From an optimization exercise on the open Yosys and OpenROAD flow, aimed at small area; shortcuts taken in it are not production practice.
RTL that was checked went through simulation tests only; none was proved equivalent to the original.

== run C ==
Design physic, start of the top module:
module physic (
    input wire clk,
    input wire rst_n,
    input wire en,
    input wire p1_move_left, p1_move_right, p1_jump, p1_smash,
    input wire p2_move_left, p2_move_right, p2_jump, p2_smash,
    input wire p1_cover,
    input wire p2_cover,
    output wire [9:0] p1_pos_x, p1_pos_y,
    output wire [9:0] p2_pos_x, p2_pos_y,
    output wire [9:0] ball_pos_x, ball_pos_y,
    output wire p1_is_smash,
    output wire p2_is_smash,
    output wire ball_is_smash,
    output reg game_over,
    output reg [1:0] winner,
    output reg valid
);
export LEC_CHECK = 0
export ABC_AREA = 1
export CAP_MARGIN = 20
export CORE_MARGIN = 2
export CORE_UTILIZATION = 60
export PLACE_DENSITY = 0.7
export SLEW_MARGIN = 20
create_clock -name core_clock -period 10.0 [get_ports {clk}]
standard.sh (not shown) runs the stock make flow with config.mk's settings and CLKGATE_MAP_FILE= SYNTH_SCRIPT=/design/flow/synth_recipe.tcl, a recipe that flattens the netlist after the stock synthesis.
==> flow/flow/run.sh <==
#!/bin/bash
# Own layout flow: the standard flow (standard.sh, unchanged synthesis and steps), with
# the smallest buffer for the port buffers and clock tree synthesis without dummy loads.
set -euo pipefail
export BUFFER_PORTS_ARGS="-buffer_cell sky130_fd_sc_hd__buf_1"
export CTS_ARGS="-sink_clustering_enable -repair_clock_nets -dont_use_dummy_load -buf_list sky130_fd_sc_hd__clkbuf_4 -sink_clustering_size 12 -sink_clustering_max_diameter 40"
bash standard.sh > standard_flow.log 2>&1
#### Input delta (run D over run C)
==> flow/flow/run.sh <==
#!/bin/bash
# Own layout flow: the standard flow (standard.sh, unchanged synthesis and steps), with
# the smallest buffer for the port buffers and clock tree synthesis without dummy loads.
set -euo pipefail
export BUFFER_PORTS_ARGS="-buffer_cell sky130_fd_sc_hd__buf_1"
export CTS_ARGS="-sink_clustering_enable -repair_clock_nets -dont_use_dummy_load -buf_list sky130_fd_sc_hd__clkbuf_8 -sink_clustering_size 20 -sink_clustering_max_diameter 50"
bash standard.sh > standard_flow.log 2>&1
Results
The final layouts of run C and run D pass the timing, DRC and antenna checks. Re worst setup slack: run D is 0.085 ns down on run C.
Function was not checked in any run of this note: the RTL went through the layout flow alone.

---

physic, a different RTL version from the one above (not shown whole).
Size in the first run: roughly 1,600 cells after synthesis, ~250 flip-flops, about 13,000 um^2 of cells after synthesis.
==> flow/config.mk <==
export PLATFORM = sky130hd
export DESIGN_NAME = physic
export DESIGN_NICKNAME = physic
export VERILOG_FILES = /design/flow/design.v
export SDC_FILE = /design/flow/constraint.sdc
export NUM_CORES = 4
export LEC_CHECK = 0
export ABC_AREA = 1
export CAP_MARGIN = 20
export CORE_MARGIN = 2
export CORE_UTILIZATION = 60
export PLACE_DENSITY = 0.7
export SLEW_MARGIN = 20
==> flow/constraint.sdc <==
create_clock -name core_clock -period 10.0 [get_ports {clk}]
set_input_delay 2.0000 -clock core_clock [delete_from_list [all_inputs] [get_ports {clk}]]
set_output_delay 2.0000 -clock core_clock [all_outputs]
set_load 0.01 [all_outputs]
==> flow/flow/run.sh <==
#!/bin/bash
# Own layout flow: the standard flow (standard.sh, unchanged synthesis and steps), with
# the smallest buffer for the port buffers and clock tree synthesis without dummy loads.
set -euo pipefail
export BUFFER_PORTS_ARGS="-buffer_cell sky130_fd_sc_hd__buf_1"
export CTS_ARGS="-sink_clustering_enable -repair_clock_nets -dont_use_dummy_load -buf_list {sky130_fd_sc_hd__clkbuf_2 sky130_fd_sc_hd__clkbuf_4} -sink_clustering_size 8 -sink_clustering_max_diameter 30"
bash standard.sh > standard_flow.log 2>&1
Edit:
==> flow/flow/run.sh (replaced) <==
#!/bin/bash
# Own layout flow: the standard flow (standard.sh, unchanged synthesis and steps), with
# the smallest buffer for the port buffers and clock tree synthesis without dummy loads.
set -euo pipefail
export BUFFER_PORTS_ARGS="-buffer_cell sky130_fd_sc_hd__buf_1"
export CTS_ARGS="-sink_clustering_enable -repair_clock_nets -dont_use_dummy_load -buf_list sky130_fd_sc_hd__clkbuf_4 -sink_clustering_size 10 -sink_clustering_max_diameter 35"
bash standard.sh > standard_flow.log 2>&1
Result: The changed run went through all stages and came out clean. Final area goes down by 0.39%. Final cell count goes down by 0.32%. Synthesized area does not change. Clock-buffer cell count goes down by 7.

---

## wip/juniper
Another version of the RTL of physic (not shown whole).
Size: roughly 1500 cells after synthesis, about 230 flip-flops, ~80 I/O pins, roughly 0.012 mm² of cells after synthesis.
export LEC_CHECK = 0
export ABC_AREA = 1
export CAP_MARGIN = 20
export CORE_MARGIN = 2
export CORE_UTILIZATION = 60
export PLACE_DENSITY = 0.7
export SLEW_MARGIN = 20
create_clock -name core_clock -period 10.0 [get_ports {clk}]
==> flow/flow/run.sh <==
#!/bin/bash
# Own layout flow: the standard flow (standard.sh, unchanged synthesis and steps), with
# the smallest buffer for the port buffers and clock tree synthesis without dummy loads.
set -euo pipefail
export BUFFER_PORTS_ARGS="-buffer_cell sky130_fd_sc_hd__buf_1"
export CTS_ARGS="-sink_clustering_enable -repair_clock_nets -dont_use_dummy_load -buf_list {sky130_fd_sc_hd__clkbuf_2 sky130_fd_sc_hd__clkbuf_4} -sink_clustering_size 12 -sink_clustering_max_diameter 35"
bash standard.sh > standard_flow.log 2>&1
The following lists how wip/xenon was set up differently from wip/juniper:
==> flow/flow/run.sh <==
#!/bin/bash
# Own layout flow: the standard flow (standard.sh, unchanged synthesis and steps), with
# the smallest buffer for the port buffers and clock tree synthesis without dummy loads.
set -euo pipefail
export BUFFER_PORTS_ARGS="-buffer_cell sky130_fd_sc_hd__buf_1"
export CTS_ARGS="-sink_clustering_enable -repair_clock_nets -dont_use_dummy_load -buf_list sky130_fd_sc_hd__clkbuf_8 -sink_clustering_size 32 -sink_clustering_max_diameter 60"
bash standard.sh > standard_flow.log 2>&1
### Flow results
- First-iteration DRC count: wip/xenon higher than wip/juniper
- Quantity of I/O buffers inserted on ports delta (wip/xenon -> wip/juniper): insignificant
- wip/xenon | status: complete | timing, DRC, antenna: pass
- Average wire length per cell after detail routing delta (wip/xenon -> wip/juniper): insignificant
- wip/xenon has number of inserted filler cells in the final layout below what wip/juniper had.
- Per the comparison of wip/xenon with wip/juniper, number of nets still failing antenna checks after routing did not really move, post-route met1 wirelength shrank by 0.98%, overall routed net length moved down.
### wip/xenon -> wip/fjord
==> flow/flow/run.sh <==
#!/bin/bash
# Own layout flow: the standard flow (standard.sh, unchanged synthesis and steps), with
# the smallest buffer for the port buffers and clock tree synthesis without dummy loads.
set -euo pipefail
export BUFFER_PORTS_ARGS="-buffer_cell sky130_fd_sc_hd__buf_1"
export CTS_ARGS="-sink_clustering_enable -repair_clock_nets -dont_use_dummy_load -buf_list sky130_fd_sc_hd__clkbuf_4 -sink_clustering_size 10 -sink_clustering_max_diameter 35"
bash standard.sh > standard_flow.log 2>&1
==> comparison <==
Summary of the comparison: via count is higher in wip/fjord, relative to wip/xenon. Compared with wip/xenon, in wip/fjord utilization after layout higher, post-synthesis instance area neither gained nor lost much, maximum achievable frequency climbed 2.5%.

---

## rev 12
Another version of the RTL of physic (not shown whole).
Size: about 1500 cells after synthesis, about 260 flip-flops, ~13000 µm² of cells after synthesis.
==> flow/design.v (excerpt) <==
module physic (
    input wire clk,
    input wire rst_n,
    input wire en,
    input wire p1_move_left, p1_move_right, p1_jump, p1_smash,
    input wire p2_move_left, p2_move_right, p2_jump, p2_smash,
    input wire p1_cover,
    input wire p2_cover,
    output wire [9:0] p1_pos_x, p1_pos_y,
    output wire [9:0] p2_pos_x, p2_pos_y,
    output wire [9:0] ball_pos_x, ball_pos_y,
    output wire p1_is_smash,
    output wire p2_is_smash,
    output wire ball_is_smash,
    output reg game_over,
    output reg [1:0] winner,
    output reg valid
);
clock: 10.0 ns
lec_check: 0
abc_area: 1
cap_margin: 20
core_margin: 2
core_utilization: 60
cts_buf_list: sky130_fd_sc_hd__clkbuf_2 sky130_fd_sc_hd__clkbuf_4 sky130_fd_sc_hd__clkbuf_8
cts_cluster_diameter: 60
cts_cluster_size: 20
place_density: 0.7
slew_margin: 20
run.sh (not shown) runs the stock make flow with config.mk's settings and CLKGATE_MAP_FILE= SYNTH_SCRIPT=/design/flow/synth_recipe.tcl, a recipe that flattens the netlist after the stock synthesis.
Stock flow here: none of the scripts above is used.
### rev 12 -> rev 13
# rev 12
export LEC_CHECK = 0
export ABC_AREA = 1
export CAP_MARGIN = 20
export CORE_MARGIN = 2
export CORE_UTILIZATION = 60
export CTS_BUF_LIST = sky130_fd_sc_hd__clkbuf_2 sky130_fd_sc_hd__clkbuf_4 sky130_fd_sc_hd__clkbuf_8
export CTS_CLUSTER_DIAMETER = 60
export CTS_CLUSTER_SIZE = 20
export PLACE_DENSITY = 0.7
export SLEW_MARGIN = 20
create_clock -name core_clock -period 10.0 [get_ports {clk}]
# rev 13
export LEC_CHECK = 0
export ABC_AREA = 1
export CAP_MARGIN = 20
export CORE_MARGIN = 2
export CORE_UTILIZATION = 40
export PLACE_DENSITY = 0.6
export SLEW_MARGIN = 20
create_clock -name core_clock -period 10.0 [get_ports {clk}]
### Flow results
- Rev 13 vs. rev 12: growth of design area from synthesis to finish picked up an extra 5.4 points; number of instances in the placed design saw an increase; cell count grew by about 10%.
- Rev 12 was smaller in final cell area than rev 13.

---

## raven
Another version of the RTL of physic (not shown whole).
Size: roughly 1200 cells after synthesis, roughly 220 flip-flops, ~80 I/O pins.
Design physic, start of the top module:
module physic (
    input wire clk,
    input wire rst_n,
    input wire en,
    input wire p1_move_left, p1_move_right, p1_jump, p1_smash,
    input wire p2_move_left, p2_move_right, p2_jump, p2_smash,
    input wire p1_cover,
    input wire p2_cover,
    output wire [9:0] p1_pos_x, p1_pos_y,
    output wire [9:0] p2_pos_x, p2_pos_y,
    output wire [9:0] ball_pos_x, ball_pos_y,
    output wire p1_is_smash,
    output wire p2_is_smash,
    output wire ball_is_smash,
    output reg game_over,
    output reg [1:0] winner,
    output reg valid
);
    function [1:0] fadd;    
        input a, b, ci;
        fadd = {(a & b) | (ci & (a ^ b)), a ^ b ^ ci};
    endfunction
    function bor;           
        input a, b, bi;
        bor = (~a & b) | (bi & (~a | b));
    endfunction
    wire [19:0] K5145 = 20'd5145;
    wire [19:0] K22528 = 20'd22528;
    reg  [4:0] c;
    wire busy  = |c;
    wire run   = en | busy;
    wire first = ~busy;
    wire last  = (c == 5'd19);
    always @(posedge clk or negedge rst_n)
        if (!rst_n) c <= 5'd0;
        else        c <= (run & ~last) ? c + 5'd1 : 5'd0;
    reg [10:0] x1_r;  reg [14:0] y1_r;  reg [10:0] v1_r;  reg a1;
    reg [12:0] x2_r;  reg [14:0] y2_r;  reg [10:0] v2_r;  reg a2;
    reg [19:0] bx_r, by_r, vx_r, vy_r;
  ...
==> flow/config.mk <==
export PLATFORM = sky130hd
export DESIGN_NAME = physic
export DESIGN_NICKNAME = physic
export VERILOG_FILES = /design/flow/design.v
export SDC_FILE = /design/flow/constraint.sdc
export NUM_CORES = 4
export LEC_CHECK = 0
export ABC_AREA = 0
export ABC_CLOCK_PERIOD_IN_PS = 100000
export CAP_MARGIN = 20
export CORE_MARGIN = 2
export CORE_UTILIZATION = 60
export PLACE_DENSITY = 0.7
export SLEW_MARGIN = 20
==> flow/constraint.sdc <==
create_clock -name core_clock -period 10.0 [get_ports {clk}]
set_input_delay 2.0000 -clock core_clock [delete_from_list [all_inputs] [get_ports {clk}]]
set_output_delay 2.0000 -clock core_clock [all_outputs]
set_load 0.01 [all_outputs]
standard.sh (not shown) runs the stock make flow with config.mk's settings and CLKGATE_MAP_FILE= SYNTH_SCRIPT=/design/flow/synth_recipe.tcl, a recipe that flattens the netlist after the stock synthesis.
==> flow/flow/run.sh <==
#!/bin/bash
# Own layout flow: the standard flow (standard.sh, unchanged synthesis and steps), with
# the smallest buffer for the port buffers and clock tree synthesis without dummy loads.
set -euo pipefail
export BUFFER_PORTS_ARGS="-buffer_cell sky130_fd_sc_hd__buf_1"
export CTS_ARGS="-sink_clustering_enable -repair_clock_nets -dont_use_dummy_load -buf_list sky130_fd_sc_hd__clkbuf_4 -sink_clustering_size 10 -sink_clustering_max_diameter 35"
bash standard.sh > standard_flow.log 2>&1
--- input diff raven..indigo ---
==> flow/flow/run.sh <==
#!/bin/bash
# Own layout flow: the standard flow (standard.sh, unchanged synthesis and steps), with
# the smallest buffer for the port buffers and clock tree synthesis without dummy loads.
set -euo pipefail
export BUFFER_PORTS_ARGS="-buffer_cell sky130_fd_sc_hd__buf_1"
export CTS_ARGS="-sink_clustering_enable -repair_clock_nets -dont_use_dummy_load -buf_list sky130_fd_sc_hd__clkbuf_4 -sink_clustering_size 12 -sink_clustering_max_diameter 38"
bash standard.sh > standard_flow.log 2>&1
==> results.txt <==
- Summary: with raven as the reference, first-pass GRT wire length in indigo moved down slightly.
- The die area on indigo is in line with that on raven.
- indigo -> raven: sum of negative setup slack delta 0, exact match
- Per the comparison of indigo with raven, wire length was more or less identical; global routing met2 resource utilization stayed essentially flat; via count of the routed design roughly the same; global-route met1 utilization saw little to no change; post-CTS resize count stayed essentially flat.
- Design area essentially unchanged between indigo and raven.
- In the reports for raven and indigo, the larger ratio of final minimum period to clock period belongs to indigo.
- Worst setup slack, raven and indigo, higher one = raven.
No functional check of the RTL was part of any run of this note.

---

main:
Another version of the RTL of physic (not shown whole).
Size in the first run: roughly 11,000 um2 of cells after synthesis.
clock: 10.0 ns
lec_check: 0
abc_area: 0
abc_clock_period_in_ps: 100000
cap_margin: 20
core_margin: 2
core_utilization: 60
place_density: 0.7
slew_margin: 20
==> flow/flow/run.sh <==
#!/bin/bash
# Own layout flow: the standard flow (standard.sh, unchanged synthesis and steps), with
# the smallest buffer for the port buffers and clock tree synthesis without dummy loads.
set -euo pipefail
export BUFFER_PORTS_ARGS="-buffer_cell sky130_fd_sc_hd__buf_1"
export CTS_ARGS="-sink_clustering_enable -repair_clock_nets -dont_use_dummy_load -buf_list sky130_fd_sc_hd__clkbuf_4 -sink_clustering_size 10 -sink_clustering_max_diameter 35"
bash standard.sh > standard_flow.log 2>&1
What the feature branch does differently from main at the input level:
Settings: CORE_UTILIZATION changed from 60 to 40; PLACE_DENSITY changed from 0.7 to 0.6.
Findings:
| final hold slack | the feature branch vs main | 20 ps lower |
Compared with main, in the feature branch area of placed instances now sits higher; post-synthesis to final-layout area growth now sits higher; cell area now sits higher.
[compare] base=main new=the feature branch: number of buffers inserted to repair setup after CTS saw little to no change, buffer share of cell area held.
Wire length | the feature branch above main
In the feature branch, the worst slew margin relative to its limit came out 5.6 points below the value in main.

---

physic, a different RTL version from the one above (not shown whole).
Size in the first run: about 1200 cells after synthesis, about 220 flip-flops, roughly 0.011 mm^2 of cells after synthesis.
==> flow/config.mk <==
export PLATFORM = sky130hd
export DESIGN_NAME = physic
export DESIGN_NICKNAME = physic
export VERILOG_FILES = /design/flow/design.v
export SDC_FILE = /design/flow/constraint.sdc
export NUM_CORES = 4
export LEC_CHECK = 0
export ABC_AREA = 0
export ABC_CLOCK_PERIOD_IN_PS = 100000
export CAP_MARGIN = 20
export CORE_MARGIN = 2
export CORE_UTILIZATION = 60
export PLACE_DENSITY = 0.7
export SLEW_MARGIN = 20
==> flow/constraint.sdc <==
create_clock -name core_clock -period 10.0 [get_ports {clk}]
set_input_delay 2.0000 -clock core_clock [delete_from_list [all_inputs] [get_ports {clk}]]
set_output_delay 2.0000 -clock core_clock [all_outputs]
set_load 0.01 [all_outputs]
Scripts as last shown in full above: flow/flow/run.sh
Rerun with:
- CAP_MARGIN: 20 -> 0
- SLEW_MARGIN: 20 -> 0
Cell area barely changes.
Hold slack stays flat.
Die area does not change.
Wire length barely changes.
Synthesized cell count stays the same.
Register-to-register slack loses 0.04 ns.
Cell count hardly moves.
Via count is about the same.
Setup slack loses 0.037 ns.
Synthesized area is unchanged.

## what the ideal ports hide
The results above use ideal ports. As a check the final layouts listed here were re-extracted and re-timed, cells and wires unchanged. Step 1: set_driving_cell puts a clkbuf_16 on clk and a buf_2 on each other input, an assumption about the parent block. Step 2 also shifts input and output timing later by t, the mid clock arrival at the registers, as if the neighbouring blocks saw the same clock. Slacks: ideal / step 1 / step 2; pairs: ideal / step 1.
run | shift t [ns] | setup slack, ns | hold WS [ns]
run C | 0.657 | 3.540 / 3.547 / 2.890 | 0.428 / 0.428 / 0.428
run D | 0.592 | 3.456 / 3.462 / 2.871 | 0.452 / 0.452 / 0.452
the first run of note 2 | 0.664 | 4.589 / 4.611 / 3.947 | 0.442 / 0.442 / 0.442
the second run of note 2 | 0.636 | 4.570 / 4.589 / 3.953 | 0.447 / 0.447 / 0.447
wip/juniper | 0.659 | 4.689 / 4.705 / 4.046 | 0.474 / 0.474 / 0.474
wip/xenon | 0.559 | 4.556 / 4.578 / 4.018 | 0.466 / 0.466 / 0.466
wip/fjord | 0.659 | 4.689 / 4.705 / 4.046 | 0.474 / 0.474 / 0.474
rev 12 | 0.607 | 3.337 / 3.358 / 2.752 | 0.460 / 0.460 / 0.460
rev 13 | 0.599 | 3.348 / 3.365 / 2.767 | 0.464 / 0.464 / 0.464
raven | 0.646 | 4.242 / 4.242 / 3.732 | 0.455 / 0.455 / 0.455
indigo | 0.639 | 4.168 / 4.168 / 3.673 | 0.443 / 0.443 / 0.443
main | 0.660 | 4.357 / 4.357 / 3.865 | 0.478 / 0.478 / 0.478
the feature branch | 0.653 | 4.069 / 4.069 / 3.870 | 0.458 / 0.458 / 0.458
the first run of note 7 | 0.644 | 4.261 / 4.261 / 4.149 | 0.474 / 0.474 / 0.474
the second run of note 7 | 0.643 | 4.224 / 4.224 / 4.130 | 0.474 / 0.474 / 0.474
After both steps every run listed still meets setup and hold. For run C, which loses most, drivers alone change the setup slack by +0.007 ns; drivers and shift together by -0.650 ns.
